From an optimization exercise on the open Yosys and OpenROAD flow, aimed at small area; shortcuts taken in it are not production practice.
The RTL was checked by simulation tests, not by an equivalence proof against the original design.
Power and IR drop assume default switching activity.

==> flow/design.v (outline; a module is shown in full before it is edited, if it fits) <==
// module can_register: 18 lines
// module can_register_asyn: 23 lines
// module can_register_syn: 23 lines
// module can_register_asyn_syn: 27 lines
// module can_crc: 25 lines
// module can_ibo: 16 lines
// module can_acf: 92 lines
// module can_fifo: 168 lines
// module can_btl: 238 lines
// module can_bsp: 1439 lines
// module can_registers: 719 lines
// module can_top: 391 lines
module can_top
( 
    wb_rst_i,
    wb_dat_i,
    wb_dat_o,
    wb_cyc_i,
    wb_stb_i,
    wb_we_i,
    wb_adr_i,
    wb_ack_o,
  clk_i,
  rx_i,
  tx_o,
  bus_off_on,
  irq_on,
  clkout_o
);
  // ...
==> flow/flow/run.sh <==
#!/bin/bash
# Own layout flow: the standard flow (standard.sh, unchanged synthesis), with
# clock tree synthesis run without dummy loads and with clkbuf_4 sink clusters, and
# the smallest buffer (buf_1) as the port buffer on every input and output.
set -euo pipefail
WORK=$(pwd)
export CTS_ARGS="-sink_clustering_enable -repair_clock_nets -dont_use_dummy_load -buf_list sky130_fd_sc_hd__clkbuf_4 -sink_clustering_size 9 -sink_clustering_max_diameter 40"
export BUFFER_PORTS_ARGS="-buffer_cell sky130_fd_sc_hd__buf_1"
bash standard.sh > "$WORK/standard_flow.log" 2>&1
test -f "$WORK/out/final.def"
==> flow/standard.sh <==
#!/bin/bash
# synth_recipe.tcl (not shown) runs the flow's synth.tcl, then flattens the netlist and writes it again
# the make line also repeats each setting of config.mk as NAME=value (left out here)
make -C /OpenROAD-flow-scripts/flow DESIGN_CONFIG=/design/flow/config.mk WORK_HOME=/design/flow/orfs CLKGATE_MAP_FILE= SYNTH_SCRIPT=/design/flow/synth_recipe.tcl "${@:-finish}"
==> flow/config.mk <==
export PLATFORM = sky130hd
export DESIGN_NAME = can_top
export DESIGN_NICKNAME = can_top
export VERILOG_FILES = /design/flow/design.v
export SDC_FILE = /design/flow/constraint.sdc
export NUM_CORES = 4
export LEC_CHECK = 0
export CAP_MARGIN = 20
export CORE_MARGIN = 2
export CORE_UTILIZATION = 60
export PLACE_DENSITY = 0.75
export SLEW_MARGIN = 20
==> flow/constraint.sdc <==
create_clock -name core_clock -period 10.0 [get_ports {clk_i}]
set_input_delay 2.0000 -clock core_clock [delete_from_list [all_inputs] [get_ports {clk_i}]]
set_output_delay 2.0000 -clock core_clock [all_outputs]
set_load 0.01 [all_outputs]
==> flow_metrics.env, run 1 <==
export IMPL_outcome="timing/DRC/antenna clean"
export IMPL_wl_um=175000
export IMPL_inverters=127
export IMPL_timing_rr_start="i_can_bsp.i_can_fifo.rd_info_pointer[0]"
export IMPL_num_antenna_cells=8
export IMPL_highest_layer="met5"
export IMPL_io_pins=35
export IMPL_seqPwrFrac_pct=66.6
export IMPL_largestPowerGroup="registers"
export IMPL_nWellTaps=1414
export IMPL_crit_required_ns=11.05
export IMPL_setup_viol=0
export IMPL_syn_nets=4899
export IMPL_clk_latency_ns=1.21
export IMPL_postCtsHoldBufs=0
export IMPL_clock_net_power_mw=2.75
export IMPL_dp_slack_ns=3.53
export IMPL_layout_nonclk_buf_share_pct=1.07
export IMPL_cpLargestDelayFamily="buffers and inverters"
export IMPL_syn_inst=4734
export IMPL_ys_warn_count=17
export IMPL_setup_slack_ns=4.51
export IMPL_synth_common_cells="edfxtp_1 (1109), nand2_1 (455), nor2_1 (394), dfrtp_1 (285), mux4_2 (281)"
export IMPL_min_from="cs_ack1"
export IMPL_htree_levels=4
export IMPL_critical_path_max_stage_delay_ns=0.64
export IMPL_synth_edff_count=1109
export IMPL_dp_hpwl_um=119000
export IMPL_synth_top_area_cell="edfxtp_1"
export IMPL_holdPathEnd="cs_ack2"
export IMPL_port_buffers=33
export IMPL_cts_tree="done"
export IMPL_layout_commonest_cell="edfxtp_1"
export IMPL_crit_start="wb_adr_i[2]"
export IMPL_worstSetupPathType="in -> reg"
export IMPL_final_nets=4949
export IMPL_path_max_fanout=40
export IMPL_clk_pin_slew_ns=0.10
export IMPL_ff_latch_area_um2=41500
export IMPL_placed_area_um2=67500
export IMPL_pg_comb_mw=0.530
export IMPL_cts_made_buffers=200
export IMPL_num_multi_input_gates=2904
export IMPL_largest_register="i_can_bsp.i_can_fifo.fifo"
export IMPL_start_util_pct=60.4
==> module can_bsp, before the edit <==
module can_bsp
( 
  clk,
  rst,
  sample_point,
  sampled_bit,
  sampled_bit_q,
  tx_point,
  hard_sync,
  addr,
  data_in,
  data_out,
  fifo_selected,
  reset_mode,
  listen_only_mode,
  acceptance_filter_mode,
  self_test_mode,
  release_buffer,
  tx_request,
  abort_tx,
  self_rx_request,
  single_shot_transmission,
  tx_state,
  tx_state_q,
  overload_request,
  overload_frame,
  read_arbitration_lost_capture_reg,
  read_error_code_capture_reg,
  error_capture_code,
  error_warning_limit,
  we_rx_err_cnt,
  we_tx_err_cnt,
  extended_mode,
  rx_idle,
  transmitting,
  transmitter,
  go_rx_inter,
  not_first_bit_of_inter,
  rx_inter,
  set_reset_mode,
  node_bus_off,
  error_status,
  rx_err_cnt,
  tx_err_cnt,
  transmit_status,
  receive_status,
  tx_successful,
  need_to_tx,
  overrun,
  info_empty,
  set_bus_error_irq,
  set_arbitration_lost_irq,
  arbitration_lost_capture,
  node_error_passive,
  node_error_active,
  rx_message_counter,
  acceptance_code_0,
  acceptance_mask_0,
  acceptance_code_1,
  acceptance_code_2,
  acceptance_code_3,
  acceptance_mask_1,
  acceptance_mask_2,
  acceptance_mask_3,
  tx_data_0,
  tx_data_1,
  tx_data_2,
  tx_data_3,
  tx_data_4,
  tx_data_5,
  tx_data_6,
  tx_data_7,
  tx_data_8,
  tx_data_9,
  tx_data_10,
  tx_data_11,
  tx_data_12,
  tx,
  tx_next,
  bus_off_on,
  go_overload_frame,
  go_error_frame,
  go_tx,
  send_ack
);
parameter Tp = 1;
input         clk;
input         rst;
input         sample_point;
input         sampled_bit;
input         sampled_bit_q;
input         tx_point;
input         hard_sync;
input   [7:0] addr;
input   [7:0] data_in;
output  [7:0] data_out;
input         fifo_selected;
input         reset_mode;
input         listen_only_mode;
input         acceptance_filter_mode;
input         extended_mode;
input         self_test_mode;
input         release_buffer;
input         tx_request;
input         abort_tx;
input         self_rx_request;
input         single_shot_transmission;
output        tx_state;
output        tx_state_q;
input         overload_request;      
output        overload_frame;        
input         read_arbitration_lost_capture_reg;
input         read_error_code_capture_reg;
output  [7:0] error_capture_code;
input   [7:0] error_warning_limit;
input         we_rx_err_cnt;
input         we_tx_err_cnt;
output        rx_idle;
output        transmitting;
output        transmitter;
output        go_rx_inter;
output        not_first_bit_of_inter;
output        rx_inter;
output        set_reset_mode;
output        node_bus_off;
output        error_status;
output  [8:0] rx_err_cnt;
output  [8:0] tx_err_cnt;
output        transmit_status;
output        receive_status;
output        tx_successful;
output        need_to_tx;
output        overrun;
output        info_empty;
output        set_bus_error_irq;
output        set_arbitration_lost_irq;
output  [4:0] arbitration_lost_capture;
output        node_error_passive;
output        node_error_active;
output  [6:0] rx_message_counter;
input   [7:0] acceptance_code_0;
input   [7:0] acceptance_mask_0;
input   [7:0] acceptance_code_1;
input   [7:0] acceptance_code_2;
input   [7:0] acceptance_code_3;
input   [7:0] acceptance_mask_1;
input   [7:0] acceptance_mask_2;
input   [7:0] acceptance_mask_3;
input   [7:0] tx_data_0;
input   [7:0] tx_data_1;
input   [7:0] tx_data_2;
input   [7:0] tx_data_3;
input   [7:0] tx_data_4;
input   [7:0] tx_data_5;
input   [7:0] tx_data_6;
input   [7:0] tx_data_7;
input   [7:0] tx_data_8;
input   [7:0] tx_data_9;
input   [7:0] tx_data_10;
input   [7:0] tx_data_11;
input   [7:0] tx_data_12;
output        tx;
output        tx_next;
output        bus_off_on;
output        go_overload_frame;
output        go_error_frame;
output        go_tx;
output        send_ack;
reg           reset_mode_q;
reg     [5:0] bit_cnt;
reg     [3:0] data_len;
reg    [28:0] id;
reg     [2:0] bit_stuff_cnt;
reg     [2:0] bit_stuff_cnt_tx;
reg           tx_point_q;
reg           rx_idle;
reg           rx_id1;
reg           rx_rtr1;
reg           rx_ide;
reg           rx_id2;
reg           rx_rtr2;
reg           rx_r1;
reg           rx_r0;
reg           rx_dlc;
reg           rx_data;
reg           rx_crc;
reg           rx_crc_lim;
reg           rx_ack;
reg           rx_ack_lim;
reg           rx_eof;
reg           rx_inter;
reg           go_early_tx_latched;
reg           rtr1;
reg           ide;
reg           rtr2;
reg     [7:0] tmp_data;
reg     [7:0] tmp_fifo [0:7];
reg           write_data_to_tmp_fifo;
reg     [2:0] byte_cnt;
reg           bit_stuff_cnt_en;
reg           crc_enable;
reg     [2:0] eof_cnt;
reg     [2:0] passive_cnt;
reg           transmitting;
reg           error_frame;
reg           enable_error_cnt2;
reg     [2:0] error_cnt1;
reg     [2:0] error_cnt2;
reg     [2:0] delayed_dominant_cnt;
reg           enable_overload_cnt2;
reg           overload_frame;
reg           overload_frame_blocked;
reg     [1:0] overload_request_cnt;
reg     [2:0] overload_cnt1;
reg     [2:0] overload_cnt2;
reg           tx;
reg           crc_err;
reg           arbitration_lost;
reg           arbitration_lost_q;
reg           arbitration_field_d;
reg     [4:0] arbitration_lost_capture;
reg     [4:0] arbitration_cnt;
reg           arbitration_blocked;
reg           tx_q;
reg           need_to_tx;    
reg     [3:0] data_cnt;      
reg     [2:0] header_cnt;    
reg           wr_fifo;       
reg     [7:0] data_for_fifo; 
reg     [5:0] tx_pointer;
reg           tx_bit;
reg           tx_state;
reg           tx_state_q;
reg           transmitter;
reg           finish_msg;
reg     [8:0] rx_err_cnt;
reg     [8:0] tx_err_cnt;
reg     [3:0] bus_free_cnt;
reg           bus_free_cnt_en;
reg           bus_free;
reg           waiting_for_bus_free;
reg           node_error_passive;
reg           node_bus_off;
reg           node_bus_off_q;
reg           ack_err_latched;
reg           bit_err_latched;
reg           stuff_err_latched;
reg           form_err_latched;
reg           rule3_exc1_1;
reg           rule3_exc1_2;
reg           suspend;
reg           susp_cnt_en;
reg     [2:0] susp_cnt;
reg           error_flag_over_latched;
reg     [7:0] error_capture_code;
reg     [7:6] error_capture_code_type;
reg           error_capture_code_blocked;
reg           tx_next;
reg           first_compare_bit;
wire    [4:0] error_capture_code_segment;
wire          error_capture_code_direction;
wire          bit_de_stuff;
wire          bit_de_stuff_tx;
wire          rule5;
wire          go_rx_idle;
wire          go_rx_id1;
wire          go_rx_rtr1;
wire          go_rx_ide;
wire          go_rx_id2;
wire          go_rx_rtr2;
wire          go_rx_r1;
wire          go_rx_r0;
wire          go_rx_dlc;
wire          go_rx_data;
wire          go_rx_crc;
wire          go_rx_crc_lim;
wire          go_rx_ack;
wire          go_rx_ack_lim;
wire          go_rx_eof;
wire          go_rx_inter;
wire          last_bit_of_inter;
wire          go_crc_enable;
wire          rst_crc_enable;
wire          bit_de_stuff_set;
wire          bit_de_stuff_reset;
wire          go_early_tx;
wire   [14:0] calculated_crc;
wire   [15:0] r_calculated_crc;
wire          remote_rq;
wire    [3:0] limited_data_len;
wire          form_err;
wire          error_frame_ended;
wire          overload_frame_ended;
wire          bit_err;
wire          ack_err;
wire          stuff_err;
wire          id_ok;                 
wire          no_byte0;              
wire          no_byte1;              
wire    [2:0] header_len;
wire          storing_header;
wire    [3:0] limited_data_len_minus1;
wire          reset_wr_fifo;
wire          err;
wire          arbitration_field;
wire   [18:0] basic_chain;
wire   [63:0] basic_chain_data;
wire   [18:0] extended_chain_std;
wire   [38:0] extended_chain_ext;
wire   [63:0] extended_chain_data_std;
wire   [63:0] extended_chain_data_ext;
wire          rst_tx_pointer;
wire    [7:0] r_tx_data_0;
wire    [7:0] r_tx_data_1;
wire    [7:0] r_tx_data_2;
wire    [7:0] r_tx_data_3;
wire    [7:0] r_tx_data_4;
wire    [7:0] r_tx_data_5;
wire    [7:0] r_tx_data_6;
wire    [7:0] r_tx_data_7;
wire    [7:0] r_tx_data_8;
wire    [7:0] r_tx_data_9;
wire    [7:0] r_tx_data_10;
wire    [7:0] r_tx_data_11;
wire    [7:0] r_tx_data_12;
wire          send_ack;
wire          bit_err_exc1;
wire          bit_err_exc2;
wire          bit_err_exc3;
wire          bit_err_exc4;
wire          bit_err_exc5;
wire          bit_err_exc6;
wire          error_flag_over;
wire          overload_flag_over;
wire    [5:0] limited_tx_cnt_ext;
wire    [5:0] limited_tx_cnt_std;
assign go_rx_idle     =                   sample_point &  sampled_bit & last_bit_of_inter | bus_free & (~node_bus_off);
assign go_rx_id1      =                   sample_point &  (~sampled_bit) & (rx_idle | last_bit_of_inter);
assign go_rx_rtr1     = (~bit_de_stuff) & sample_point &  rx_id1  & (bit_cnt[3:0] == 4'd10);
assign go_rx_ide      = (~bit_de_stuff) & sample_point &  rx_rtr1;
assign go_rx_id2      = (~bit_de_stuff) & sample_point &  rx_ide  &   sampled_bit;
assign go_rx_rtr2     = (~bit_de_stuff) & sample_point &  rx_id2  & (bit_cnt[4:0] == 5'd17);
assign go_rx_r1       = (~bit_de_stuff) & sample_point &  rx_rtr2;
assign go_rx_r0       = (~bit_de_stuff) & sample_point & (rx_ide  & (~sampled_bit) | rx_r1);
assign go_rx_dlc      = (~bit_de_stuff) & sample_point &  rx_r0;
assign go_rx_data     = (~bit_de_stuff) & sample_point &  rx_dlc  & (bit_cnt[1:0] == 2'd3) &  (sampled_bit   |   (|data_len[2:0])) & (~remote_rq);
assign go_rx_crc      = (~bit_de_stuff) & sample_point & (rx_dlc  & (bit_cnt[1:0] == 2'd3) & ((~sampled_bit) & (~(|data_len[2:0])) | remote_rq) |
                                                          rx_data & (bit_cnt[5:0] == ((limited_data_len<<3) - 1'b1)));   
assign go_rx_crc_lim  = (~bit_de_stuff) & sample_point &  rx_crc  & (bit_cnt[3:0] == 4'd14);
assign go_rx_ack      = (~bit_de_stuff) & sample_point &  rx_crc_lim;
assign go_rx_ack_lim  =                   sample_point &  rx_ack;
assign go_rx_eof      =                   sample_point &  rx_ack_lim;
assign go_rx_inter    =                 ((sample_point &  rx_eof  & (eof_cnt == 3'd6)) | error_frame_ended | overload_frame_ended) & (~overload_request);
assign go_error_frame = (form_err | stuff_err | bit_err | ack_err | (crc_err & go_rx_eof));
assign error_frame_ended = (error_cnt2 == 3'd7) & tx_point;
assign overload_frame_ended = (overload_cnt2 == 3'd7) & tx_point;
assign go_overload_frame = (     sample_point & ((~sampled_bit) | overload_request) & (rx_eof & (~transmitter) & (eof_cnt == 3'd6) | error_frame_ended | overload_frame_ended) | 
                                 sample_point & (~sampled_bit) & rx_inter & (bit_cnt[1:0] < 2'd2)                                                            |
                                 sample_point & (~sampled_bit) & ((error_cnt2 == 3'd7) | (overload_cnt2 == 3'd7))
                           )
                           & (~overload_frame_blocked)
                           ;
assign go_crc_enable  = hard_sync | go_tx;
assign rst_crc_enable = go_rx_crc;
assign bit_de_stuff_set   = go_rx_id1 & (~go_error_frame);
assign bit_de_stuff_reset = go_rx_ack | go_error_frame | go_overload_frame;
assign remote_rq = ((~ide) & rtr1) | (ide & rtr2);
assign limited_data_len = (data_len < 4'h8)? data_len : 4'h8;
assign ack_err = rx_ack & sample_point & sampled_bit & tx_state & (~self_test_mode);
assign bit_err = (tx_state | error_frame | overload_frame | rx_ack) & sample_point & (tx != sampled_bit) & (~bit_err_exc1) & (~bit_err_exc2) & (~bit_err_exc3) & (~bit_err_exc4) & (~bit_err_exc5) & (~bit_err_exc6) & (~reset_mode);
assign bit_err_exc1 = tx_state & arbitration_field & tx;
assign bit_err_exc2 = rx_ack & tx;
assign bit_err_exc3 = error_frame & node_error_passive & (error_cnt1 < 3'd7);
assign bit_err_exc4 = (error_frame & (error_cnt1 == 3'd7) & (~enable_error_cnt2)) | (overload_frame & (overload_cnt1 == 3'd7) & (~enable_overload_cnt2));
assign bit_err_exc5 = (error_frame & (error_cnt2 == 3'd7)) | (overload_frame & (overload_cnt2 == 3'd7));
assign bit_err_exc6 = (eof_cnt == 3'd6) & rx_eof & (~transmitter); 
assign arbitration_field = rx_id1 | rx_rtr1 | rx_ide | rx_id2 | rx_rtr2;
assign last_bit_of_inter = rx_inter & (bit_cnt[1:0] == 2'd2);
assign not_first_bit_of_inter = rx_inter & (bit_cnt[1:0] != 2'd0);
always @ (posedge clk or posedge rst)
begin
  if (rst)
    rx_idle <= 1'b0;
  else if (go_rx_id1 | go_error_frame)
    rx_idle <= 1'b0;
  else if (go_rx_idle)
    rx_idle <= 1'b1;
end
always @ (posedge clk or posedge rst)
begin
  if (rst)
    rx_id1 <= 1'b0;
  else if (go_rx_rtr1 | go_error_frame)
    rx_id1 <= 1'b0;
  else if (go_rx_id1)
    rx_id1 <= 1'b1;
end
always @ (posedge clk or posedge rst)
begin
  if (rst)
    rx_rtr1 <= 1'b0;
  else if (go_rx_ide | go_error_frame)
    rx_rtr1 <= 1'b0;
  else if (go_rx_rtr1)
    rx_rtr1 <= 1'b1;
end
always @ (posedge clk or posedge rst)
begin
  if (rst)
    rx_ide <= 1'b0;
  else if (go_rx_r0 | go_rx_id2 | go_error_frame)
    rx_ide <= 1'b0;
  else if (go_rx_ide)
    rx_ide <= 1'b1;
end
always @ (posedge clk or posedge rst)
begin
  if (rst)
    rx_id2 <= 1'b0;
  else if (go_rx_rtr2 | go_error_frame)
    rx_id2 <= 1'b0;
  else if (go_rx_id2)
    rx_id2 <= 1'b1;
end
always @ (posedge clk or posedge rst)
begin
  if (rst)
    rx_rtr2 <= 1'b0;
  else if (go_rx_r1 | go_error_frame)
    rx_rtr2 <= 1'b0;
  else if (go_rx_rtr2)
    rx_rtr2 <= 1'b1;
end
always @ (posedge clk or posedge rst)
begin
  if (rst)
    rx_r1 <= 1'b0;
  else if (go_rx_r0 | go_error_frame)
    rx_r1 <= 1'b0;
  else if (go_rx_r1)
    rx_r1 <= 1'b1;
end
always @ (posedge clk or posedge rst)
begin
  if (rst)
    rx_r0 <= 1'b0;
  else if (go_rx_dlc | go_error_frame)
    rx_r0 <= 1'b0;
  else if (go_rx_r0)
    rx_r0 <= 1'b1;
end
always @ (posedge clk or posedge rst)
begin
  if (rst)
    rx_dlc <= 1'b0;
  else if (go_rx_data | go_rx_crc | go_error_frame)
    rx_dlc <= 1'b0;
  else if (go_rx_dlc)
    rx_dlc <= 1'b1;
end
always @ (posedge clk or posedge rst)
begin
  if (rst)
    rx_data <= 1'b0;
  else if (go_rx_crc | go_error_frame)
    rx_data <= 1'b0;
  else if (go_rx_data)
    rx_data <= 1'b1;
end
always @ (posedge clk or posedge rst)
begin
  if (rst)
    rx_crc <= 1'b0;
  else if (go_rx_crc_lim | go_error_frame)
    rx_crc <= 1'b0;
  else if (go_rx_crc)
    rx_crc <= 1'b1;
end
always @ (posedge clk or posedge rst)
begin
  if (rst)
    rx_crc_lim <= 1'b0;
  else if (go_rx_ack | go_error_frame)
    rx_crc_lim <= 1'b0;
  else if (go_rx_crc_lim)
    rx_crc_lim <= 1'b1;
end
always @ (posedge clk or posedge rst)
begin
  if (rst)
    rx_ack <= 1'b0;
  else if (go_rx_ack_lim | go_error_frame)
    rx_ack <= 1'b0;
  else if (go_rx_ack)
    rx_ack <= 1'b1;
end
always @ (posedge clk or posedge rst)
begin
  if (rst)
    rx_ack_lim <= 1'b0;
  else if (go_rx_eof | go_error_frame)
    rx_ack_lim <= 1'b0;
  else if (go_rx_ack_lim)
    rx_ack_lim <= 1'b1;
end
always @ (posedge clk or posedge rst)
begin
  if (rst)
    rx_eof <= 1'b0;
  else if (go_rx_inter | go_error_frame | go_overload_frame)
    rx_eof <= 1'b0;
  else if (go_rx_eof)
    rx_eof <= 1'b1;
end
always @ (posedge clk or posedge rst)
begin
  if (rst)
    rx_inter <= 1'b0;
  else if (go_rx_idle | go_rx_id1 | go_overload_frame | go_error_frame)
    rx_inter <= 1'b0;
  else if (go_rx_inter)
    rx_inter <= 1'b1;
end
always @ (posedge clk)
begin
  if (sample_point & (rx_id1 | rx_id2) & (~bit_de_stuff))
    id <= {id[27:0], sampled_bit};
end
always @ (posedge clk or posedge rst)
begin
  if (rst)
    rtr1 <= 1'b0;
  else if (sample_point & rx_rtr1 & (~bit_de_stuff))
    rtr1 <= sampled_bit;
end
always @ (posedge clk or posedge rst)
begin
  if (rst)
    rtr2 <= 1'b0;
  else if (sample_point & rx_rtr2 & (~bit_de_stuff))
    rtr2 <= sampled_bit;
end
always @ (posedge clk or posedge rst)
begin
  if (rst)
    ide <= 1'b0;
  else if (sample_point & rx_ide & (~bit_de_stuff))
    ide <= sampled_bit;
end
always @ (posedge clk or posedge rst)
begin
  if (rst)
    data_len <= 4'b0;
  else if (sample_point & rx_dlc & (~bit_de_stuff))
    data_len <= {data_len[2:0], sampled_bit};
end
always @ (posedge clk)
begin
  if (sample_point & rx_data & (~bit_de_stuff))
    tmp_data <= {tmp_data[6:0], sampled_bit};
end
always @ (posedge clk or posedge rst)
begin
  if (rst)
    write_data_to_tmp_fifo <= 1'b0;
  else if (sample_point & rx_data & (~bit_de_stuff) & (&bit_cnt[2:0]))
    write_data_to_tmp_fifo <= 1'b1;
  else
    write_data_to_tmp_fifo <= 1'b0;
end
always @ (posedge clk or posedge rst)
begin
  if (rst)
    byte_cnt <= 3'h0;
  else if (write_data_to_tmp_fifo)
    byte_cnt <= byte_cnt + 1'b1;
  else if (sample_point & go_rx_crc_lim)
    byte_cnt <= 3'h0;
end
always @ (posedge clk)
begin
  if (write_data_to_tmp_fifo)
    tmp_fifo[byte_cnt] <= tmp_data;
end
reg           crc_mismatch;
always @ (posedge clk or posedge rst)
begin
  if (rst)
    crc_mismatch <= 1'b0;
  else if (go_rx_crc)
    crc_mismatch <= 1'b0;
  else if (sample_point & rx_crc & (~bit_de_stuff) & (sampled_bit != r_calculated_crc[bit_cnt[3:0]]))
    crc_mismatch <= 1'b1;
end
always @ (posedge clk or posedge rst)
begin
  if (rst)
    bit_cnt <= 6'd0;
  else if (go_rx_id1 | go_rx_id2 | go_rx_dlc | go_rx_data | go_rx_crc | 
           go_rx_ack | go_rx_eof | go_rx_inter | go_error_frame | go_overload_frame)
    bit_cnt <= 6'd0;
  else if (sample_point & (~bit_de_stuff))
    bit_cnt <= bit_cnt + 1'b1;
end
always @ (posedge clk or posedge rst)
begin
  if (rst)
    eof_cnt <= 3'd0;
  else if (sample_point)
    begin
      if (go_rx_inter | go_error_frame | go_overload_frame)
        eof_cnt <= 3'd0;
      else if (rx_eof)
        eof_cnt <= eof_cnt + 1'b1;
    end
end
always @ (posedge clk or posedge rst)
begin
  if (rst)
    bit_stuff_cnt_en <= 1'b0;
  else if (bit_de_stuff_set)
    bit_stuff_cnt_en <= 1'b1;
  else if (bit_de_stuff_reset)
    bit_stuff_cnt_en <= 1'b0;
end
always @ (posedge clk or posedge rst)
begin
  if (rst)
    bit_stuff_cnt <= 3'h1;
  else if (bit_de_stuff_reset)
    bit_stuff_cnt <= 3'h1;
  else if (sample_point & bit_stuff_cnt_en)
    begin
      if (bit_stuff_cnt == 3'h5)
        bit_stuff_cnt <= 3'h1;
      else if (sampled_bit == sampled_bit_q)
        bit_stuff_cnt <= bit_stuff_cnt + 1'b1;
      else
        bit_stuff_cnt <= 3'h1;
    end
end
always @ (posedge clk or posedge rst)
begin
  if (rst)
    bit_stuff_cnt_tx <= 3'h1;
  else if (reset_mode || bit_de_stuff_reset)
    bit_stuff_cnt_tx <= 3'h1;
  else if (tx_point_q & bit_stuff_cnt_en)
    begin
      if (bit_stuff_cnt_tx == 3'h5)
        bit_stuff_cnt_tx <= 3'h1;
      else if (tx == tx_q)
        bit_stuff_cnt_tx <= bit_stuff_cnt_tx + 1'b1;
      else
        bit_stuff_cnt_tx <= 3'h1;
    end
end
assign bit_de_stuff = bit_stuff_cnt == 3'h5;
assign bit_de_stuff_tx = bit_stuff_cnt_tx == 3'h5;
assign stuff_err = sample_point & bit_stuff_cnt_en & bit_de_stuff & (sampled_bit == sampled_bit_q);
always @ (posedge clk or posedge rst)
begin
  if (rst)
    begin
      reset_mode_q <= 1'b0;
      node_bus_off_q <= 1'b0;
    end
  else
    begin
      reset_mode_q <= reset_mode;
      node_bus_off_q <= node_bus_off;
    end
end
always @ (posedge clk or posedge rst)
begin
  if (rst)
    crc_enable <= 1'b0;
  else if (rst_crc_enable)
    crc_enable <= 1'b0;
  else if (go_crc_enable)
    crc_enable <= 1'b1;
end
always @ (posedge clk or posedge rst)
begin
  if (rst)
    crc_err <= 1'b0;
  else if (reset_mode | error_frame_ended)
    crc_err <= 1'b0;
  else if (go_rx_ack)
    crc_err <= crc_mismatch;
end
assign form_err = sample_point & ( ((~bit_de_stuff) & rx_crc_lim & (~sampled_bit)                  ) |
                                   (                  rx_ack_lim & (~sampled_bit)                  ) |
                                   ((eof_cnt < 3'd6)& rx_eof     & (~sampled_bit) & (~transmitter) ) |
                                   (                & rx_eof     & (~sampled_bit) &   transmitter  )
                                 );
always @ (posedge clk or posedge rst)
begin
  if (rst)
    ack_err_latched <= 1'b0;
  else if (reset_mode | error_frame_ended | go_overload_frame)
    ack_err_latched <= 1'b0;
  else if (ack_err)
    ack_err_latched <= 1'b1;
end
always @ (posedge clk or posedge rst)
begin
  if (rst)
    bit_err_latched <= 1'b0;
  else if (reset_mode | error_frame_ended | go_overload_frame)
    bit_err_latched <= 1'b0;
  else if (bit_err)
    bit_err_latched <= 1'b1;
end
assign rule5 = bit_err &  ( (~node_error_passive) & error_frame    & (error_cnt1    < 3'd7)
                            | 
                                                    overload_frame & (overload_cnt1 < 3'd7)
                          );
always @ (posedge clk or posedge rst)
begin
  if (rst)
    rule3_exc1_1 <= 1'b0;
  else if (error_flag_over | rule3_exc1_2)
    rule3_exc1_1 <= 1'b0;
  else if (transmitter & node_error_passive & ack_err)
    rule3_exc1_1 <= 1'b1;
end
always @ (posedge clk or posedge rst)
begin
  if (rst)
    rule3_exc1_2 <= 1'b0;
  else if (go_error_frame | rule3_exc1_2)
    rule3_exc1_2 <= 1'b0;
  else if (rule3_exc1_1 & (error_cnt1 < 3'd7) & sample_point & (~sampled_bit))
    rule3_exc1_2 <= 1'b1;
end
always @ (posedge clk or posedge rst)
begin
  if (rst)
    stuff_err_latched <= 1'b0;
  else if (reset_mode | error_frame_ended | go_overload_frame)
    stuff_err_latched <= 1'b0;
  else if (stuff_err)
    stuff_err_latched <= 1'b1;
end
always @ (posedge clk or posedge rst)
begin
  if (rst)
    form_err_latched <= 1'b0;
  else if (reset_mode | error_frame_ended | go_overload_frame)
    form_err_latched <= 1'b0;
  else if (form_err)
    form_err_latched <= 1'b1;
end
can_crc i_can_crc_rx 
(
  .clk(clk),
  .data(sampled_bit),
  .enable(crc_enable & sample_point & (~bit_de_stuff)),
  .initialize(go_crc_enable),
  .crc(calculated_crc)
);
assign no_byte0 = rtr1 | (data_len<4'h1);
assign no_byte1 = rtr1 | (data_len<4'h2);
can_acf i_can_acf
(
  .clk(clk),
  .rst(rst),
  .id(id),
  .reset_mode(reset_mode),
  .acceptance_filter_mode(acceptance_filter_mode),
  .extended_mode(extended_mode),
  .acceptance_code_0(acceptance_code_0),
  .acceptance_mask_0(acceptance_mask_0),
  .acceptance_code_1(acceptance_code_1),
  .acceptance_code_2(acceptance_code_2),
  .acceptance_code_3(acceptance_code_3),
  .acceptance_mask_1(acceptance_mask_1),
  .acceptance_mask_2(acceptance_mask_2),
  .acceptance_mask_3(acceptance_mask_3),
  .go_rx_crc_lim(go_rx_crc_lim),
  .go_rx_inter(go_rx_inter),
  .go_error_frame(go_error_frame),
  .data0(tmp_fifo[0]),
  .data1(tmp_fifo[1]),
  .rtr1(rtr1),
  .rtr2(rtr2),
  .ide(ide),
  .no_byte0(no_byte0),
  .no_byte1(no_byte1),
  .id_ok(id_ok)
);
assign header_len[2:0] = extended_mode ? (ide? (3'h5) : (3'h3)) : 3'h2;
assign storing_header = header_cnt < header_len;
assign limited_data_len_minus1[3:0] = remote_rq? 4'hf : ((data_len < 4'h8)? (data_len -1'b1) : 4'h7);    
assign reset_wr_fifo = (data_cnt == (limited_data_len_minus1 + {1'b0, header_len})) || reset_mode;
assign err = form_err | stuff_err | bit_err | ack_err | form_err_latched | stuff_err_latched | bit_err_latched | ack_err_latched | crc_err;
always @ (posedge clk or posedge rst)
begin
  if (rst)
    wr_fifo <= 1'b0;
  else if (reset_wr_fifo)
    wr_fifo <= 1'b0;
  else if (go_rx_inter & id_ok & (~error_frame_ended) & ((~tx_state) | self_rx_request))
    wr_fifo <= 1'b1;
end
always @ (posedge clk or posedge rst)
begin
  if (rst)
    header_cnt <= 3'h0;
  else if (reset_wr_fifo)
    header_cnt <= 3'h0;
  else if (wr_fifo & storing_header)
    header_cnt <= header_cnt + 1'h1;
end
always @ (posedge clk or posedge rst)
begin
  if (rst)
    data_cnt <= 4'h0;
  else if (reset_wr_fifo)
    data_cnt <= 4'h0;
  else if (wr_fifo)
    data_cnt <= data_cnt + 4'h1;
end
always @ (extended_mode or ide or data_cnt or header_cnt or  header_len or 
          storing_header or id or rtr1 or rtr2 or data_len or
          tmp_fifo[0] or tmp_fifo[2] or tmp_fifo[4] or tmp_fifo[6] or 
          tmp_fifo[1] or tmp_fifo[3] or tmp_fifo[5] or tmp_fifo[7])
begin
  casex ({storing_header, extended_mode, ide, header_cnt})   
    6'b1_1_1_000  : data_for_fifo = {1'b1, rtr2, 2'h0, data_len};   
    6'b1_1_1_001  : data_for_fifo = id[28:21];                      
    6'b1_1_1_010  : data_for_fifo = id[20:13];                      
    6'b1_1_1_011  : data_for_fifo = id[12:5];                       
    6'b1_1_1_100  : data_for_fifo = {id[4:0], 3'h0};                
    6'b1_1_0_000  : data_for_fifo = {1'b0, rtr1, 2'h0, data_len};   
    6'b1_1_0_001  : data_for_fifo = id[10:3];                       
    6'b1_1_0_010  : data_for_fifo = {id[2:0], rtr1, 4'h0};          
    6'b1_0_x_000  : data_for_fifo = id[10:3];                       
    6'b1_0_x_001  : data_for_fifo = {id[2:0], rtr1, data_len};      
    default       : data_for_fifo = tmp_fifo[data_cnt - {1'b0, header_len}];  
  endcase
end
can_fifo i_can_fifo
( 
  .clk(clk),
  .rst(rst),
  .wr(wr_fifo),
  .data_in(data_for_fifo),
  .addr(addr[5:0]),
  .data_out(data_out),
  .fifo_selected(fifo_selected),
  .reset_mode(reset_mode),
  .release_buffer(release_buffer),
  .extended_mode(extended_mode),
  .overrun(overrun),
  .info_empty(info_empty),
  .info_cnt(rx_message_counter)
);
always @ (posedge clk or posedge rst)
begin
  if (rst)
    error_frame <= 1'b0;
  else if (set_reset_mode || error_frame_ended || go_overload_frame)
    error_frame <= 1'b0;
  else if (go_error_frame)
    error_frame <= 1'b1;
end
always @ (posedge clk or posedge rst)
begin
  if (rst)
    error_cnt1 <= 3'd0;
  else if (error_frame_ended | go_error_frame | go_overload_frame)
    error_cnt1 <= 3'd0;
  else if (error_frame & tx_point & (error_cnt1 < 3'd7))
    error_cnt1 <= error_cnt1 + 1'b1;
end
assign error_flag_over = ((~node_error_passive) & sample_point & (error_cnt1 == 3'd7) | node_error_passive  & sample_point & (passive_cnt == 3'h6)) & (~enable_error_cnt2);
always @ (posedge clk or posedge rst)
begin
  if (rst)
    error_flag_over_latched <= 1'b0;
  else if (error_frame_ended | go_error_frame | go_overload_frame)
    error_flag_over_latched <= 1'b0;
  else if (error_flag_over)
    error_flag_over_latched <= 1'b1;
end
always @ (posedge clk or posedge rst)
begin
  if (rst)
    enable_error_cnt2 <= 1'b0;
  else if (error_frame_ended | go_error_frame | go_overload_frame)
    enable_error_cnt2 <= 1'b0;
  else if (error_frame & (error_flag_over & sampled_bit))
    enable_error_cnt2 <= 1'b1;
end
always @ (posedge clk or posedge rst)
begin
  if (rst)
    error_cnt2 <= 3'd0;
  else if (error_frame_ended | go_error_frame | go_overload_frame)
    error_cnt2 <= 3'd0;
  else if (enable_error_cnt2 & tx_point)
    error_cnt2 <= error_cnt2 + 1'b1;
end
always @ (posedge clk or posedge rst)
begin
  if (rst)
    delayed_dominant_cnt <= 3'h0;
  else if (enable_error_cnt2 | go_error_frame | enable_overload_cnt2 | go_overload_frame)
    delayed_dominant_cnt <= 3'h0;
  else if (sample_point & (~sampled_bit) & ((error_cnt1 == 3'd7) | (overload_cnt1 == 3'd7)))
    delayed_dominant_cnt <= delayed_dominant_cnt + 1'b1;
end
always @ (posedge clk or posedge rst)
begin
  if (rst)
    passive_cnt <= 3'h1;
  else if (error_frame_ended | go_error_frame | go_overload_frame | first_compare_bit)
    passive_cnt <= 3'h1;
  else if (sample_point & (passive_cnt < 3'h6))
    begin
      if (error_frame & (~enable_error_cnt2) & (sampled_bit == sampled_bit_q))
        passive_cnt <= passive_cnt + 1'b1;
      else
        passive_cnt <= 3'h1;
    end
end
always @ (posedge clk or posedge rst)
begin
  if (rst)
    first_compare_bit <= 1'b0;
  else if (go_error_frame)
    first_compare_bit <= 1'b1;
  else if (sample_point)
    first_compare_bit <= 1'b0;
end
always @ (posedge clk or posedge rst)
begin
  if (rst)
    overload_frame <= 1'b0;
  else if (overload_frame_ended | go_error_frame)
    overload_frame <= 1'b0;
  else if (go_overload_frame)
    overload_frame <= 1'b1;
end
always @ (posedge clk or posedge rst)
begin
  if (rst)
    overload_cnt1 <= 3'd0;
  else if (overload_frame_ended | go_error_frame | go_overload_frame)
    overload_cnt1 <= 3'd0;
  else if (overload_frame & tx_point & (overload_cnt1 < 3'd7))
    overload_cnt1 <= overload_cnt1 + 1'b1;
end
assign overload_flag_over = sample_point & (overload_cnt1 == 3'd7) & (~enable_overload_cnt2);
always @ (posedge clk or posedge rst)
begin
  if (rst)
    enable_overload_cnt2 <= 1'b0;
  else if (overload_frame_ended | go_error_frame | go_overload_frame)
    enable_overload_cnt2 <= 1'b0;
  else if (overload_frame & (overload_flag_over & sampled_bit))
    enable_overload_cnt2 <= 1'b1;
end
always @ (posedge clk or posedge rst)
begin
  if (rst)
    overload_cnt2 <= 3'd0;
  else if (overload_frame_ended | go_error_frame | go_overload_frame)
    overload_cnt2 <= 3'd0;
  else if (enable_overload_cnt2 & tx_point)
    overload_cnt2 <= overload_cnt2 + 1'b1;
end
always @ (posedge clk or posedge rst)
begin
  if (rst)
    overload_request_cnt <= 2'b0;
  else if (go_error_frame | go_rx_id1)
    overload_request_cnt <= 2'b0;
  else if (overload_request & overload_frame)
    overload_request_cnt <= overload_request_cnt + 1'b1;
end
always @ (posedge clk or posedge rst)
begin
  if (rst)
    overload_frame_blocked <= 1'b0;
  else if (go_error_frame | go_rx_id1)
    overload_frame_blocked <= 1'b0;
  else if (overload_request & overload_frame & overload_request_cnt == 2'h2)    
    overload_frame_blocked <= 1'b1;
end
assign send_ack = (~tx_state) & rx_ack & (~err) & (~listen_only_mode);
always @ (reset_mode or node_bus_off or tx_state or go_tx or bit_de_stuff_tx or tx_bit or tx_q or
          send_ack or go_overload_frame or overload_frame or overload_cnt1 or
          go_error_frame or error_frame or error_cnt1 or node_error_passive)
begin
  if (reset_mode | node_bus_off)                                                 
    tx_next = 1'b1;
  else
    begin
      if (go_error_frame | error_frame)                                          
        begin
          if (error_cnt1 < 3'd6)
            begin
              if (node_error_passive)
                tx_next = 1'b1;
              else
                tx_next = 1'b0;
            end
          else
            tx_next = 1'b1;
        end
      else if (go_overload_frame | overload_frame)                               
        begin
          if (overload_cnt1 < 3'd6)
            tx_next = 1'b0;
          else
            tx_next = 1'b1;
        end
      else if (go_tx | tx_state)                                                         
        tx_next = ((~bit_de_stuff_tx) & tx_bit) | (bit_de_stuff_tx & (~tx_q));
      else if (send_ack)                                                         
        tx_next = 1'b0;
      else
        tx_next = 1'b1;
    end
end
always @ (posedge clk or posedge rst)
begin
  if (rst)
    tx <= 1'b1;
  else if (reset_mode)
    tx <= 1'b1;
  else if (tx_point)
    tx <= tx_next;
end
always @ (posedge clk or posedge rst)
begin
  if (rst)
    tx_q <= 1'b0;
  else if (reset_mode)
    tx_q <= 1'b0;
  else if (tx_point)
    tx_q <= tx & (~go_early_tx_latched);
end
always @ (posedge clk or posedge rst)
begin
  if (rst)
    tx_point_q <= 1'b0;
  else if (reset_mode)
    tx_point_q <= 1'b0;
  else
    tx_point_q <= tx_point;
end
can_ibo i_ibo_tx_data_0  (.di(tx_data_0),  .d_o(r_tx_data_0));
can_ibo i_ibo_tx_data_1  (.di(tx_data_1),  .d_o(r_tx_data_1));
can_ibo i_ibo_tx_data_2  (.di(tx_data_2),  .d_o(r_tx_data_2));
can_ibo i_ibo_tx_data_3  (.di(tx_data_3),  .d_o(r_tx_data_3));
can_ibo i_ibo_tx_data_4  (.di(tx_data_4),  .d_o(r_tx_data_4));
can_ibo i_ibo_tx_data_5  (.di(tx_data_5),  .d_o(r_tx_data_5));
can_ibo i_ibo_tx_data_6  (.di(tx_data_6),  .d_o(r_tx_data_6));
can_ibo i_ibo_tx_data_7  (.di(tx_data_7),  .d_o(r_tx_data_7));
can_ibo i_ibo_tx_data_8  (.di(tx_data_8),  .d_o(r_tx_data_8));
can_ibo i_ibo_tx_data_9  (.di(tx_data_9),  .d_o(r_tx_data_9));
can_ibo i_ibo_tx_data_10 (.di(tx_data_10), .d_o(r_tx_data_10));
can_ibo i_ibo_tx_data_11 (.di(tx_data_11), .d_o(r_tx_data_11));
can_ibo i_ibo_tx_data_12 (.di(tx_data_12), .d_o(r_tx_data_12));
can_ibo i_calculated_crc0 (.di(calculated_crc[14:7]), .d_o(r_calculated_crc[7:0]));
can_ibo i_calculated_crc1 (.di({calculated_crc[6:0], 1'b0}), .d_o(r_calculated_crc[15:8]));
assign basic_chain = {r_tx_data_1[7:4], 2'h0, r_tx_data_1[3:0], r_tx_data_0[7:0], 1'b0};
assign basic_chain_data = {r_tx_data_9, r_tx_data_8, r_tx_data_7, r_tx_data_6, r_tx_data_5, r_tx_data_4, r_tx_data_3, r_tx_data_2};
assign extended_chain_std = {r_tx_data_0[7:4], 2'h0, r_tx_data_0[1], r_tx_data_2[2:0], r_tx_data_1[7:0], 1'b0};
assign extended_chain_ext = {r_tx_data_0[7:4], 2'h0, r_tx_data_0[1], r_tx_data_4[4:0], r_tx_data_3[7:0], r_tx_data_2[7:3], 1'b1, 1'b1, r_tx_data_2[2:0], r_tx_data_1[7:0], 1'b0};
assign extended_chain_data_std = {r_tx_data_10, r_tx_data_9, r_tx_data_8, r_tx_data_7, r_tx_data_6, r_tx_data_5, r_tx_data_4, r_tx_data_3};
assign extended_chain_data_ext = {r_tx_data_12, r_tx_data_11, r_tx_data_10, r_tx_data_9, r_tx_data_8, r_tx_data_7, r_tx_data_6, r_tx_data_5};
wire    [3:0] tx_byte_idx = {1'b0, tx_pointer[5:3]} + (extended_mode ? (tx_data_0[7] ? 4'd5 : 4'd3) : 4'd2);
reg     [7:0] tx_byte;
always @ (tx_byte_idx or tx_data_2 or tx_data_3 or tx_data_4 or tx_data_5 or tx_data_6 or tx_data_7 or
          tx_data_8 or tx_data_9 or tx_data_10 or tx_data_11 or tx_data_12)
begin
  case (tx_byte_idx)
    4'd2    : tx_byte = tx_data_2;
    4'd3    : tx_byte = tx_data_3;
    4'd4    : tx_byte = tx_data_4;
    4'd5    : tx_byte = tx_data_5;
    4'd6    : tx_byte = tx_data_6;
    4'd7    : tx_byte = tx_data_7;
    4'd8    : tx_byte = tx_data_8;
    4'd9    : tx_byte = tx_data_9;
    4'd10   : tx_byte = tx_data_10;
    4'd11   : tx_byte = tx_data_11;
    4'd12   : tx_byte = tx_data_12;
    default : tx_byte = 8'hxx;
  endcase
end
wire          tx_data_bit = tx_byte[~tx_pointer[2:0]];
always @ (extended_mode or rx_data or tx_pointer or tx_data_bit or rx_crc or r_calculated_crc or
          r_tx_data_0   or extended_chain_ext or extended_chain_std or basic_chain or
          finish_msg)
begin
  if (rx_data)   
    tx_bit = tx_data_bit;
  else if (rx_crc)
    tx_bit = r_calculated_crc[tx_pointer];
  else if (finish_msg)
    tx_bit = 1'b1;
  else if (extended_mode)
    begin
      if (r_tx_data_0[0])     
        tx_bit = extended_chain_ext[tx_pointer];
      else
        tx_bit = extended_chain_std[tx_pointer];
    end
  else   
    tx_bit = basic_chain[tx_pointer];
end
assign limited_tx_cnt_ext = tx_data_0[3] ? 6'h3f : ((tx_data_0[2:0] <<3) - 1'b1);
assign limited_tx_cnt_std = tx_data_1[3] ? 6'h3f : ((tx_data_1[2:0] <<3) - 1'b1);
assign rst_tx_pointer = ((~bit_de_stuff_tx) & tx_point & (~rx_data) &   extended_mode  &   r_tx_data_0[0]   & tx_pointer == 6'd38             ) |    
                        ((~bit_de_stuff_tx) & tx_point & (~rx_data) &   extended_mode  & (~r_tx_data_0[0])  & tx_pointer == 6'd18             ) |    
                        ((~bit_de_stuff_tx) & tx_point & (~rx_data) & (~extended_mode)                      & tx_pointer == 6'd18             ) |    
                        ((~bit_de_stuff_tx) & tx_point &   rx_data  &   extended_mode                       & tx_pointer == limited_tx_cnt_ext) |    
                        ((~bit_de_stuff_tx) & tx_point &   rx_data  & (~extended_mode)                      & tx_pointer == limited_tx_cnt_std) |    
                        (                     tx_point &   rx_crc_lim                                                                         ) |    
                        (go_rx_idle                                                                                                           ) |    
                        (reset_mode                                                                                                           ) |
                        (overload_frame                                                                                                       ) |
                        (error_frame                                                                                                          ) ;
always @ (posedge clk or posedge rst)
begin
  if (rst)
    tx_pointer <= 6'h0;
  else if (rst_tx_pointer)
    tx_pointer <= 6'h0;
  else if (go_early_tx | (tx_point & (tx_state | go_tx) & (~bit_de_stuff_tx)))
    tx_pointer <= tx_pointer + 1'b1;
end
assign tx_successful = transmitter & go_rx_inter & (~go_error_frame) & (~error_frame_ended) & (~overload_frame_ended) & (~arbitration_lost);
always @ (posedge clk or posedge rst)
begin
  if (rst)
    need_to_tx <= 1'b0;
  else if (tx_successful | reset_mode | (abort_tx & (~transmitting)) | ((~tx_state) & tx_state_q & single_shot_transmission))
    need_to_tx <= 1'h0;
  else if (tx_request & sample_point)
    need_to_tx <= 1'b1;
end
assign go_early_tx = (~listen_only_mode) & need_to_tx & (~tx_state) & (~suspend | (susp_cnt == 3'h7)) & sample_point & (~sampled_bit) & (rx_idle | last_bit_of_inter);
assign go_tx       = (~listen_only_mode) & need_to_tx & (~tx_state) & (~suspend | (sample_point & (susp_cnt == 3'h7))) & (go_early_tx | rx_idle);
always @ (posedge clk or posedge rst)
begin
  if (rst)
    go_early_tx_latched <= 1'b0;
  else if (reset_mode || tx_point)
    go_early_tx_latched <= 1'b0;
  else if (go_early_tx)
    go_early_tx_latched <= 1'b1;
end
always @ (posedge clk or posedge rst)
begin
  if (rst)
    tx_state <= 1'b0;
  else if (reset_mode | go_rx_inter | error_frame | arbitration_lost)
    tx_state <= 1'b0;
  else if (go_tx)
    tx_state <= 1'b1;
end
always @ (posedge clk or posedge rst)
begin
  if (rst)
    tx_state_q <= 1'b0;
  else if (reset_mode)
    tx_state_q <= 1'b0;
  else
    tx_state_q <= tx_state;
end
always @ (posedge clk or posedge rst)
begin
  if (rst)
    transmitter <= 1'b0;
  else if (go_tx)
    transmitter <= 1'b1;
  else if (reset_mode | go_rx_idle | suspend & go_rx_id1)
    transmitter <= 1'b0;
end
always @ (posedge clk or posedge rst)
begin
  if (rst)
    transmitting <= 1'b0;
  else if (go_error_frame | go_overload_frame | go_tx | send_ack)
    transmitting <= 1'b1;
  else if (reset_mode | go_rx_idle | (go_rx_id1 & (~tx_state)) | (arbitration_lost & tx_state))
    transmitting <= 1'b0;
end
always @ (posedge clk or posedge rst)
begin
  if (rst)
    suspend <= 1'b0;
  else if (reset_mode | (sample_point & (susp_cnt == 3'h7)))
    suspend <= 1'b0;
  else if (not_first_bit_of_inter & transmitter & node_error_passive)
    suspend <= 1'b1;
end
always @ (posedge clk or posedge rst)
begin
  if (rst)
    susp_cnt_en <= 1'b0;
  else if (reset_mode | (sample_point & (susp_cnt == 3'h7)))
    susp_cnt_en <= 1'b0;
  else if (suspend & sample_point & last_bit_of_inter)
    susp_cnt_en <= 1'b1;
end
always @ (posedge clk or posedge rst)
begin
  if (rst)
    susp_cnt <= 3'h0;
  else if (reset_mode | (sample_point & (susp_cnt == 3'h7)))
    susp_cnt <= 3'h0;
  else if (susp_cnt_en & sample_point)
    susp_cnt <= susp_cnt + 1'b1;
end
always @ (posedge clk or posedge rst)
begin
  if (rst)
    finish_msg <= 1'b0;
  else if (go_rx_idle | go_rx_id1 | error_frame | reset_mode)
    finish_msg <= 1'b0;
  else if (go_rx_crc_lim)
    finish_msg <= 1'b1;
end
always @ (posedge clk or posedge rst)
begin
  if (rst)
    arbitration_lost <= 1'b0;
  else if (go_rx_idle | error_frame_ended)
    arbitration_lost <= 1'b0;
  else if (transmitter & sample_point & tx & arbitration_field & ~sampled_bit)
    arbitration_lost <= 1'b1;
end
always @ (posedge clk or posedge rst)
begin
  if (rst)
    arbitration_lost_q <= 1'b0;
  else
    arbitration_lost_q <= arbitration_lost;
end
always @ (posedge clk or posedge rst)
begin
  if (rst)
    arbitration_field_d <= 1'b0;
  else if (sample_point)
    arbitration_field_d <= arbitration_field;
end
assign set_arbitration_lost_irq = arbitration_lost & (~arbitration_lost_q) & (~arbitration_blocked);
always @ (posedge clk or posedge rst)
begin
  if (rst)
    arbitration_cnt <= 5'h0;
  else if (sample_point && !bit_de_stuff)
    if (arbitration_field_d)
      arbitration_cnt <= arbitration_cnt + 1'b1;
    else
      arbitration_cnt <= 5'h0;
end
always @ (posedge clk or posedge rst)
begin
  if (rst)
    arbitration_lost_capture <= 5'h0;
  else if (set_arbitration_lost_irq)
    arbitration_lost_capture <= arbitration_cnt;
end
always @ (posedge clk or posedge rst)
begin
  if (rst)
    arbitration_blocked <= 1'b0;
  else if (read_arbitration_lost_capture_reg)
    arbitration_blocked <= 1'b0;
  else if (set_arbitration_lost_irq)
    arbitration_blocked <= 1'b1;
end
always @ (posedge clk or posedge rst)
begin
  if (rst)
    rx_err_cnt <= 9'h0;
  else if (we_rx_err_cnt & (~node_bus_off))
    rx_err_cnt <= {1'b0, data_in};
  else if (set_reset_mode)
    rx_err_cnt <= 9'h0;
  else
    begin
      if ((~listen_only_mode) & (~transmitter | arbitration_lost))
        begin
          if (go_rx_ack_lim & (~go_error_frame) & (~crc_err) & (rx_err_cnt > 9'h0))
            begin
              if (rx_err_cnt > 9'd127)
                rx_err_cnt <= 9'd127;
              else
                rx_err_cnt <= rx_err_cnt - 1'b1;
            end
          else if (rx_err_cnt < 9'd128)
            begin
              if (go_error_frame & (~rule5))                                                                                           
                rx_err_cnt <= rx_err_cnt + 1'b1;
              else if ( (error_flag_over & (~error_flag_over_latched) & sample_point & (~sampled_bit) & (error_cnt1 == 3'd7)     ) |   
                        (go_error_frame & rule5                                                                                  ) |   
                        (sample_point & (~sampled_bit) & (delayed_dominant_cnt == 3'h7)                            )                   
                      )
                rx_err_cnt <= rx_err_cnt + 4'h8;
            end
        end
    end
end
always @ (posedge clk or posedge rst)
begin
  if (rst)
    tx_err_cnt <= 9'h0;
  else if (we_tx_err_cnt)
    tx_err_cnt <= {1'b0, data_in};
  else
    begin
      if (set_reset_mode)
        tx_err_cnt <= 9'd128;
      else if ((tx_err_cnt > 9'd0) & (tx_successful | bus_free))
        tx_err_cnt <= tx_err_cnt - 1'h1;
      else if (transmitter & (~arbitration_lost))
        begin
          if ( (sample_point & (~sampled_bit) & (delayed_dominant_cnt == 3'h7)                                          ) |        
               (go_error_frame & rule5                                                                                  ) |        
               (go_error_frame & (~(transmitter & node_error_passive & ack_err)) & (~(transmitter & stuff_err & 
                arbitration_field & sample_point & tx & (~sampled_bit)))                                                ) |        
               (error_frame & rule3_exc1_2                                                                              )          
             )
            tx_err_cnt <= tx_err_cnt + 4'h8;
        end
    end
end
always @ (posedge clk or posedge rst)
begin
  if (rst)
    node_error_passive <= 1'b0;
  else if ((rx_err_cnt < 128) & (tx_err_cnt < 9'd128))
    node_error_passive <= 1'b0;
  else if (((rx_err_cnt >= 128) | (tx_err_cnt >= 9'd128)) & (error_frame_ended | go_error_frame | (~reset_mode) & reset_mode_q) & (~node_bus_off))
    node_error_passive <= 1'b1;
end
assign node_error_active = ~(node_error_passive | node_bus_off);
always @ (posedge clk or posedge rst)
begin
  if (rst)
    node_bus_off <= 1'b0;
  else if ((rx_err_cnt == 9'h0) & (tx_err_cnt == 9'd0) & (~reset_mode) | (we_tx_err_cnt & (data_in < 8'd255)))
    node_bus_off <= 1'b0;
  else if ((tx_err_cnt >= 9'd256) | (we_tx_err_cnt & (data_in == 8'd255)))
    node_bus_off <= 1'b1;
end
always @ (posedge clk or posedge rst)
begin
  if (rst)
    bus_free_cnt <= 4'h0;
  else if (sample_point)
    begin
      if (sampled_bit & bus_free_cnt_en & (bus_free_cnt < 4'd10))
        bus_free_cnt <= bus_free_cnt + 1'b1;
      else
        bus_free_cnt <= 4'h0;
    end
end
always @ (posedge clk or posedge rst)
begin
  if (rst)
    bus_free_cnt_en <= 1'b0;
  else if ((~reset_mode) & reset_mode_q | node_bus_off_q & (~reset_mode))
    bus_free_cnt_en <= 1'b1;
  else if (sample_point & sampled_bit & (bus_free_cnt==4'd10) & (~node_bus_off))
    bus_free_cnt_en <= 1'b0;
end
always @ (posedge clk or posedge rst)
begin
  if (rst)
    bus_free <= 1'b0;
  else if (sample_point & sampled_bit & (bus_free_cnt==4'd10) && waiting_for_bus_free)
    bus_free <= 1'b1;
  else
    bus_free <= 1'b0;
end
always @ (posedge clk or posedge rst)
begin
  if (rst)
    waiting_for_bus_free <= 1'b1;
  else if (bus_free & (~node_bus_off))
    waiting_for_bus_free <= 1'b0;
  else if (node_bus_off_q & (~reset_mode))
    waiting_for_bus_free <= 1'b1;
end
assign bus_off_on = ~node_bus_off;
assign set_reset_mode = node_bus_off & (~node_bus_off_q);
assign error_status = extended_mode? ((rx_err_cnt >= error_warning_limit) | (tx_err_cnt >= error_warning_limit))    :
                                     ((rx_err_cnt >= 9'd96) | (tx_err_cnt >= 9'd96))                                ;
assign transmit_status = transmitting  || (extended_mode && waiting_for_bus_free);
assign receive_status  = extended_mode ? (waiting_for_bus_free || (!rx_idle) && (!transmitting)) : 
                                         ((!waiting_for_bus_free) && (!rx_idle) && (!transmitting));
always @ (posedge clk or posedge rst)
begin
  if (rst)
    error_capture_code <= 8'h0;
  else if (read_error_code_capture_reg)
    error_capture_code <= 8'h0;
  else if (set_bus_error_irq)
    error_capture_code <= {error_capture_code_type[7:6], error_capture_code_direction, error_capture_code_segment[4:0]};
end
assign error_capture_code_segment[0] = rx_idle | rx_ide | (rx_id2 & (bit_cnt<6'd13)) | rx_r1 | rx_r0 | rx_dlc | rx_ack | rx_ack_lim | error_frame & node_error_active;
assign error_capture_code_segment[1] = rx_idle | rx_id1 | rx_id2 | rx_dlc | rx_data | rx_ack_lim | rx_eof | rx_inter | error_frame & node_error_passive;
assign error_capture_code_segment[2] = (rx_id1 & (bit_cnt>6'd7)) | rx_rtr1 | rx_ide | rx_id2 | rx_rtr2 | rx_r1 | error_frame & node_error_passive | overload_frame;
assign error_capture_code_segment[3] = (rx_id2 & (bit_cnt>6'd4)) | rx_rtr2 | rx_r1 | rx_r0 | rx_dlc | rx_data | rx_crc | rx_crc_lim | rx_ack | rx_ack_lim | rx_eof | overload_frame;
assign error_capture_code_segment[4] = rx_crc_lim | rx_ack | rx_ack_lim | rx_eof | rx_inter | error_frame | overload_frame;
assign error_capture_code_direction  = ~transmitting;
always @ (bit_err or form_err or stuff_err)
begin
  if (bit_err)
    error_capture_code_type[7:6] = 2'b00;
  else if (form_err)
    error_capture_code_type[7:6] = 2'b01;
  else if (stuff_err)
    error_capture_code_type[7:6] = 2'b10;
  else
    error_capture_code_type[7:6] = 2'b11;
end
assign set_bus_error_irq = go_error_frame & (~error_capture_code_blocked);
always @ (posedge clk or posedge rst)
begin
  if (rst)
    error_capture_code_blocked <= 1'b0;
  else if (read_error_code_capture_reg)
    error_capture_code_blocked <= 1'b0;
  else if (set_bus_error_irq)
    error_capture_code_blocked <= 1'b1;
end
endmodule
==> run 2, diff against run 1 <==
--- a/flow/design.v
+++ b/flow/design.v
@@ -1737,5 +1737,41 @@
 wire          tx_data_bit = tx_byte[~tx_pointer[2:0]];
-always @ (extended_mode or rx_data or tx_pointer or tx_data_bit or rx_crc or r_calculated_crc or
-          r_tx_data_0   or extended_chain_ext or extended_chain_std or basic_chain or
-          finish_msg)
+reg     [5:0] hdr_off;
+reg           hdr_const_en;
+reg           hdr_const_val;
+always @ (extended_mode or tx_data_0 or tx_pointer)
+begin
+  hdr_const_en  = 1'b0;
+  hdr_const_val = 1'b0;
+  if (~extended_mode)
+    begin
+      hdr_off = (tx_pointer < 6'd13) ? 6'h3f : 6'h3d;
+      hdr_const_en = (tx_pointer == 6'd0) | (tx_pointer == 6'd13) | (tx_pointer == 6'd14);
+    end
+  else if (~tx_data_0[7])
+    begin
+      hdr_off = (tx_pointer < 6'd12) ? 6'd7 : 6'h35;
+      hdr_const_en = (tx_pointer == 6'd0) | (tx_pointer == 6'd13) | (tx_pointer == 6'd14);
+    end
+  else
+    begin
+      hdr_off = (tx_pointer < 6'd12) ? 6'd7 : ((tx_pointer < 6'd32) ? 6'd5 : 6'h21);
+      hdr_const_en = (tx_pointer == 6'd0) | (tx_pointer == 6'd12) | (tx_pointer == 6'd13) | (tx_pointer == 6'd33) | (tx_pointer == 6'd34);
+      hdr_const_val = (tx_pointer == 6'd12) | (tx_pointer == 6'd13);
+    end
+end
+wire    [5:0] hdr_lin = tx_pointer + hdr_off;
+reg     [7:0] hdr_byte;
+always @ (hdr_lin or tx_data_0 or tx_data_1 or tx_data_2 or tx_data_3 or tx_data_4)
+begin
+  case (hdr_lin[5:3])
+    3'd0    : hdr_byte = tx_data_0;
+    3'd1    : hdr_byte = tx_data_1;
+    3'd2    : hdr_byte = tx_data_2;
+    3'd3    : hdr_byte = tx_data_3;
+    3'd4    : hdr_byte = tx_data_4;
+    default : hdr_byte = 8'hxx;
+  endcase
+end
+wire          hdr_bit = hdr_const_en ? hdr_const_val : hdr_byte[~hdr_lin[2:0]];
+always @ (rx_data or tx_pointer or tx_data_bit or rx_crc or r_calculated_crc or finish_msg or hdr_bit)
 begin
@@ -1747,11 +1783,4 @@
     tx_bit = 1'b1;
-  else if (extended_mode)
-    begin
-      if (r_tx_data_0[0])     
-        tx_bit = extended_chain_ext[tx_pointer];
-      else
-        tx_bit = extended_chain_std[tx_pointer];
-    end
-  else   
-    tx_bit = basic_chain[tx_pointer];
+  else           
+    tx_bit = hdr_bit;
 end
==> run 2 against run 1 <==
  * Power fell by 2.3%
  * Via count rose by 0.18%
  * Area after synthesis fell by 0.32%
  * Utilization fell by 0.17 points
  * Flip-flop and latch count did not move
  * Largest cell class unchanged
  * Highest routed layer unchanged
  * Register-to-register slack got worse by 0.07 ns
  * Final area fell by 0.40%
  * Non-clock buffer count fell by 5
  * Hold slack got worse by 0.0014 ns
  * Sequential share of layout area rose by 0.24 points
  * Largest power group unchanged
  * Global-route usage rose by 0.26 points
  * Die area fell by 0.31%
==> flow_metrics.env, run 2 <==
export IMPL_final_cell_mix="edfxtp_1 (1109), nor2_1 (438), nand2_1 (401)"
export IMPL_crit_start="i_can_bsp.i_can_fifo.rd_info_pointer[0]"
export IMPL_io_pins=35
export IMPL_cts_made_buffers=197
export IMPL_p_leak_nw=21.0
export IMPL_post_cts_resized=0
export IMPL_p_total_mw=9.58
export IMPL_grt_pass1_vias=41000
export IMPL_stdcell_count=6150
export IMPL_period_needed_ns=5.53
export IMPL_die_y_um=335
export IMPL_track_usage_pct=31.7
export IMPL_worst_pin_slew_ns=1.20
export IMPL_timing_rr_start="i_can_bsp.i_can_fifo.rd_info_pointer[0]"
export IMPL_final_fill_count=8016
export IMPL_end_kind="flip-flop"
export IMPL_wl_met3_um=20200
export IMPL_setup_viol=0
export IMPL_dp_hpwl_um=118000
export IMPL_place_congestion=1.02
export IMPL_postCtsHoldBufs=0
export IMPL_p_switching_mw=2.15
export IMPL_swShare_pct=22.4
export IMPL_r2r_slack_ns=4.47
export IMPL_setup_tns_ns=0
export IMPL_numClockSinks=1439
export IMPL_placed_area_um2=67200
export IMPL_hold_path_class="reg -> reg"
export IMPL_core_area_um2=109000
export IMPL_path_cells="buf_4 > mux4_2 > mux4_2 > mux4_2 > and2_1 > ha_1 > inv_1 > ha_1 > fa_1 > a21o_1 > a21oi_1 > nor2b_1 > nor2_1 > nor2_1 > nor2_1 > xnor2_1 > nand2_1 > xnor2_1 > nor2_1"
export IMPL_port_buffers=33
export IMPL_largest_reg_flops=512
export IMPL_critical_path_max_stage_delay_ns=0.70
export IMPL_relSlewSlack_pct=20.2
export IMPL_clockBufferDepth=3
export IMPL_antenna_found_initial=11
export IMPL_wl_per_cell_um=28.5
export IMPL_syn_inst=4683
export IMPL_die_x_um=335
export IMPL_clock_power_share_pct=28.6
export IMPL_path_max_fanout=42
export IMPL_ys_ff_latch=1439
export IMPL_grt_overflow=0
export IMPL_dr_first_iter_drc_count=5807
export IMPL_syn_avg_cell_area_um2=14.0
export IMPL_route_antenna_remaining_nets=0
export IMPL_rr_endpoint="i_can_bsp.i_can_fifo.fifo_cnt[6]"
export IMPL_start_util_pct=60.3
export IMPL_cp_depth=19
export IMPL_rows=121
export IMPL_ir_drop_uv=133
export IMPL_die_area_um2=112000
export IMPL_final_nets=4906
export IMPL_seqPwrFrac_pct=67.2
export IMPL_cpLargestDelayFamily="multiplexers"
export IMPL_synth_most_common_cell="edfxtp_1"
export IMPL_cap_viol_max_count=0
export IMPL_hold_viol=0
export IMPL_synth_common_cells="edfxtp_1 (1109), nor2_1 (441), nand2_1 (402), dfrtp_1 (285), mux4_2 (278)"
export IMPL_synth_edff_count=1109
export IMPL_finalClockSkew_ns=0.158
export IMPL_drt_met1_wl_um=67600
export IMPL_whs_ns=0.347
export IMPL_final_area_um2=68800
export IMPL_drive_gt1_share_pct=14.8
export IMPL_rsz0062_at_grt="false"
export IMPL_worstSetupPathType="reg -> reg"
export IMPL_synth_flop_cell="edfxtp_1"
export IMPL_drtPass1Iterations=7
export IMPL_grt_max_degree=176
export IMPL_timing_final_crit_share_pct=55.3
export IMPL_max_freq_ghz=0.181
export IMPL_cpMostUsedCell="nor2_1"
export IMPL_wl_met2_um=79500
export IMPL_cpMaxStageDelayCell="buf_4"
export IMPL_crit_end="i_can_bsp.i_can_fifo.fifo_cnt[6]"
export IMPL_netlist_area_leader_share_pct=50.8
export IMPL_top_regs="i_can_bsp.i_can_fifo.fifo x512, i_can_bsp.i_can_fifo.length_fifo x256"
export IMPL_wl_um=175000
export IMPL_synth_area_top_cells="edfxtp_1 (51%), dfrtp_1 (11%), mux4_2 (9.5%), ha_1 (2.7%), nor2_1 (2.5%)"
export IMPL_postCtsSetupBuffers=0
export IMPL_final_max_slew_viol_count=0
export IMPL_ys_warn_count=17
export IMPL_drc=0
export IMPL_clockRootBuffer="clkbuf_4"
export IMPL_worst_path_buf_inv=2
export IMPL_syn_area_um2=65600
export IMPL_synth_distinct_cells=96
export IMPL_highest_layer="met5"
export IMPL_clk_pin_slew_ns=0.09
export IMPL_vias_per_cell=6.87
export IMPL_crit_arrival_ns=6.53
export IMPL_p_per_area_nw_per_um2=139
export IMPL_htree_levels=4
export IMPL_synthArstFlopShare_pct=21.2
export IMPL_synth_top_area_cell="edfxtp_1"
export IMPL_p_int_mw=7.43
export IMPL_cts_tree="done"
export IMPL_num_vias=42300
export IMPL_cp_start_kind="flip-flop"
export IMPL_outcome="timing/DRC/antenna clean"
export IMPL_syn2layout_area_growth_pct=4.88
export IMPL_combPwrFrac_pct=4.2
export IMPL_largest_register="i_can_bsp.i_can_fifo.fifo"
export IMPL_dp_cells=5947
export IMPL_rr_worst_depth=19
export IMPL_layout_commonest_cell="edfxtp_1"
export IMPL_ys_seq_area_share_pct=63.2
export IMPL_grt_pass1_wl_um=264000
export IMPL_crit_required_ns=10.99
export IMPL_clk_latency_ns=1.21
export IMPL_syn_nets=4856
-- run 2: worst register-to-register path: cells and delay by family (launching register included) --
family / cells / cell delay [ns]
mux: 3 / 1.74
fa+ha+maj: 3 / 0.90
buf+inv: 2 / 0.74
flops: 1 / 0.64
simple gates: 7 / 0.64
compound gates: 2 / 0.41
xor+xnor: 2 / 0.31
-- run 2: kinds of logic after synthesis --
kind of cell,share of synthesized area (%)
fa+ha+maj,3.01
simple gates,9.27
other cells,0.00572
compound gates,8.36
xor+xnor,2.24
mux,11.6
flops,63.2
buf+inv,2.33
-- run 2: worst min-delay path by stage --
stage	startpoint	endpoint	cells after the start
floorplan	cs_ack1	cs_ack2	0
global placement	cs_ack2	cs_ack3	0
detailed placement	cs_ack2	cs_ack3	0
CTS	cs_sync_rst1	cs_sync_rst2	0
global route	rx_sync_tmp	rx_sync	0
finish	cs_sync_rst1	cs_sync_rst2	0
-- run 2: layout make-up --
class | count | area, µm² | share of cell area, %
diodes | 5 | 12.5 | 0.0182
inverters | 128 | 484 | 0.704
clock buffers | 197 | 1480 | 2.15
flip-flops and latches | 1439 | 41500 | 60.3
well taps | 1414 | 1770 | 2.57
multi-input cells | 2860 | 22800 | 33.2
repair buffers | 107 | 728 | 1.06
-- run 2: power groups by stage --
stage / Sequential [mW] / Combinational [mW] / Clock, mW
floorplan: 6.56 / 0.262 / 0
global placement: 6.58 / 0.382 / 0
detailed placement: 6.58 / 0.391 / 0
CTS: 6.45 / 0.392 / 2.79
global route: 6.45 / 0.432 / 3.01
finish: 6.45 / 0.398 / 2.74
-- run 2: metrics by stage --
stage / worst slack (ns) / util, %
4_1_cts: 4.42 / 63.2
5_1_grt: 4.11 / 63.3
3_5_place_dp: 3.34 / 61.9
6_report: 4.47 / 63.3
3_3_place_gp: 3.46 / 61.8
2_1_floorplan: 3.96 / -
-- run 2: routing by layer --
layer	GRT usage, %	up-vias
li1	-	18100
met1	44.9	21100
met2	47.6	2643
met3	7.65	461
met4	13.5	12
met5	0	-

==> afterwards: timing with drivers on the ports <==
The results above use ideal ports. As a check the final layouts listed here were re-extracted and re-timed, cells and wires unchanged.
Step 1, drivers: a clkbuf_16 drives clk_i and a buf_2 each remaining input, both assumed.
Step 2 times the ports against the registers' clock, not the clock port: input delays grow and output delays shrink by t, the midpoint of the rising clock arrivals with the driver on.
Slacks: ideal ports / drivers / drivers and shift; pairs: ideal ports / drivers.
| run | t, ns | setup slack, ns | worst setup path at the end | worst slew at a driven data input, ns |
|---|---|---|---|---|
| run 1 | 1.200 | 4.510 / 4.538 / 3.341 | input to register | 0.13 |
| run 2 | 1.207 | 4.467 / 4.467 / 3.287 | input to register | 0.17 |
After both steps setup and hold are still met in every run listed. For run 2, which loses most, drivers alone change the setup slack by 0.000 ns; drivers and shift together by -1.180 ns.
